Background: an optimization exercise with open tools, aiming at small area. Do not read the settings as production practice. Power figures rest on the tool's default switching activity, not on a simulated workload.

==> module cq_and3, before the edit <==
module cq_and3(input wire a, b, c, output wire y);
    assign y = a & b & c;
endmodule
==> module cq_inv, before the edit <==
module cq_inv(input wire a, output wire y);
    assign y = ~a;
endmodule
==> module cq_dec, before the edit <==
module cq_dec(input wire [2:0] c, output wire [7:1] s);
    wire [2:0] n;
    cq_inv i0 (c[0], n[0]);
    cq_inv i1 (c[1], n[1]);
    cq_inv i2 (c[2], n[2]);
    cq_and3 d1 (n[2], n[1], c[0], s[1]);
    cq_and3 d2 (n[2], c[1], n[0], s[2]);
    cq_and3 d3 (n[2], c[1], c[0], s[3]);
    cq_and3 d4 (c[2], n[1], n[0], s[4]);
    cq_and3 d5 (c[2], n[1], c[0], s[5]);
    cq_and3 d6 (c[2], c[1], n[0], s[6]);
    cq_and3 d7 (c[2], c[1], c[0], s[7]);
endmodule
==> module cq_aoi222, before the edit <==
module cq_aoi222(input wire a0, b0, a1, b1, a2, b2, output wire y);
    assign y = ~((a0 & b0) | (a1 & b1) | (a2 & b2));
endmodule
==> module cq_rbit, before the edit <==
module cq_rbit(input wire [7:1] s, input wire [6:0] e, output wire o);
    wire n0, n1;
    cq_aoi222 g0 (s[1], e[0], s[2], e[1], s[3], e[2], n0);
    cq_aoi222 g1 (s[4], e[3], s[5], e[4], s[6], e[5], n1);
    assign o = ~(n0 & n1 & ~(s[7] & e[6]));
endmodule
==> module cq_rmux, before the edit <==
module cq_rmux(input wire [7:1] s, input wire [15:0] e0, e1, e2, e3, e4, e5, e6,
               output wire [15:0] o);
    genvar i;
    generate
        for (i = 0; i < 16; i = i + 1) begin : b
            cq_rbit r (s, {e6[i], e5[i], e4[i], e3[i], e2[i], e1[i], e0[i]}, o[i]);
        end
    endgenerate
endmodule
export LEC_CHECK = 0
export CAP_MARGIN = 20
export CORE_MARGIN = 2
export CORE_UTILIZATION = 55
export SLEW_MARGIN = 20
export SYNTH_HIERARCHICAL = 1
create_clock -name core_clock -period 5.0 [get_ports {clk}]
standard.sh (not shown) runs the stock make flow with config.mk's settings and CLKGATE_MAP_FILE= SYNTH_SCRIPT=/design/flow/synth_recipe.tcl, a recipe that flattens the netlist after the stock synthesis.
==> flow/flow/run.sh <==
#!/bin/bash
# Standard ORFS layout, with the port buffers made as sky130_fd_sc_hd__buf_1
# and a clock tree of sky130_fd_sc_hd__clkbuf_4 without dummy loads.
set -euo pipefail
bash standard.sh synth > synth.log 2>&1
export BUFFER_PORTS_ARGS="-buffer_cell sky130_fd_sc_hd__buf_1"
export CTS_ARGS="-sink_clustering_enable -repair_clock_nets -dont_use_dummy_load -buf_list sky130_fd_sc_hd__clkbuf_4"
bash standard.sh > layout.log 2>&1
Rerun with:
--- a/flow/design.v
+++ b/flow/design.v
@@ -248,48 +248,26 @@
     mux2 op_11( i0[11], i1[11], s, o[11] );
     mux2 op_12( i0[12], i1[12], s, o[12] );
     mux2 op_13( i0[13], i1[13], s, o[13] );
     mux2 op_14( i0[14], i1[14], s, o[14] );
     mux2 op_15( i0[15], i1[15], s, o[15] );
 endmodule
-module cq_and3(input wire a, b, c, output wire y);
-    assign y = a & b & c;
-endmodule
-module cq_inv(input wire a, output wire y);
-    assign y = ~a;
-endmodule
 module cq_dec(input wire [2:0] c, output wire [7:1] s);
-    wire [2:0] n;
-    cq_inv i0 (c[0], n[0]);
-    cq_inv i1 (c[1], n[1]);
-    cq_inv i2 (c[2], n[2]);
-    cq_and3 d1 (n[2], n[1], c[0], s[1]);
-    cq_and3 d2 (n[2], c[1], n[0], s[2]);
-    cq_and3 d3 (n[2], c[1], c[0], s[3]);
-    cq_and3 d4 (c[2], n[1], n[0], s[4]);
-    cq_and3 d5 (c[2], n[1], c[0], s[5]);
-    cq_and3 d6 (c[2], c[1], n[0], s[6]);
-    cq_and3 d7 (c[2], c[1], c[0], s[7]);
-endmodule
-module cq_aoi222(input wire a0, b0, a1, b1, a2, b2, output wire y);
-    assign y = ~((a0 & b0) | (a1 & b1) | (a2 & b2));
-endmodule
-module cq_rbit(input wire [7:1] s, input wire [6:0] e, output wire o);
-    wire n0, n1;
-    cq_aoi222 g0 (s[1], e[0], s[2], e[1], s[3], e[2], n0);
-    cq_aoi222 g1 (s[4], e[3], s[5], e[4], s[6], e[5], n1);
-    assign o = ~(n0 & n1 & ~(s[7] & e[6]));
+    assign s[1] = ~c[2] & ~c[1] &  c[0];
+    assign s[2] = ~c[2] &  c[1] & ~c[0];
+    assign s[3] = ~c[2] &  c[1] &  c[0];
+    assign s[4] =  c[2] & ~c[1] & ~c[0];
+    assign s[5] =  c[2] & ~c[1] &  c[0];
+    assign s[6] =  c[2] &  c[1] & ~c[0];
+    assign s[7] =  c[2] &  c[1] &  c[0];
 endmodule
 module cq_rmux(input wire [7:1] s, input wire [15:0] e0, e1, e2, e3, e4, e5, e6,
                output wire [15:0] o);
-    genvar i;
-    generate
-        for (i = 0; i < 16; i = i + 1) begin : b
-            cq_rbit r (s, {e6[i], e5[i], e4[i], e3[i], e2[i], e1[i], e0[i]}, o[i]);
-        end
-    endgenerate
+    assign o = ({16{s[1]}} & e0) | ({16{s[2]}} & e1) | ({16{s[3]}} & e2) |
+               ({16{s[4]}} & e3) | ({16{s[5]}} & e4) | ({16{s[6]}} & e5) |
+               ({16{s[7]}} & e6);
 endmodule
 module cq(input wire clk, reset, wr, rd, input wire[15:0] din, output wire empty, full, output wire[15:0] dout);
     reg [2:0] c;
     reg [15:0] e0, e1, e2, e3, e4, e5, e6;
     wire [7:1] s;
     assign empty = ~c[2] & ~c[1] & ~c[0];
The changed run finished clean.
Hold slack stays flat.
Sequential cell count is unchanged.
First-iteration DRC count drops by 8.0%.
Wire length drops by 0.33%.
Critical path depth drops by 1.
Final area climbs by 1.3%.
Sequential share of layout area drops by 0.95 points.
Global-route usage drops by 0.35 points.
Total power climbs by 0.56%.
Synthesized cell count climbs by 3.9%.
Fmax drops by 2.3%.
No run of this note included a check of the RTL's function; only the layout flow was run.

separate check: timing with driven ports:
How much do the figures lean on ideal ports? The routed layouts below were timed once more, with nothing changed but the port constraints. Step 1 (the two cells are an assumption about what drives the block):
set clk [get_ports {clk}]
set_driving_cell -lib_cell sky130_fd_sc_hd__clkbuf_16 $clk
set_driving_cell -lib_cell sky130_fd_sc_hd__buf_2 [delete_from_list [all_inputs] $clk]
Step 2 moves the port delays by t, midway between the first and last clock arrival at a register: inputs arrive t later, outputs are due t later. That takes back most of the time a late clock gives input paths. Three values: no drivers, after step 1, after step 2; two values: the first two.
run	t (ns)	setup WS [ns]	worst slew at a driven data input, ns
the first run	0.504	1.667 / 1.640 / 2.144	0.04
the second run	0.492	1.589 / 1.559 / 2.052	0.03
After both steps every run listed still meets setup and hold.
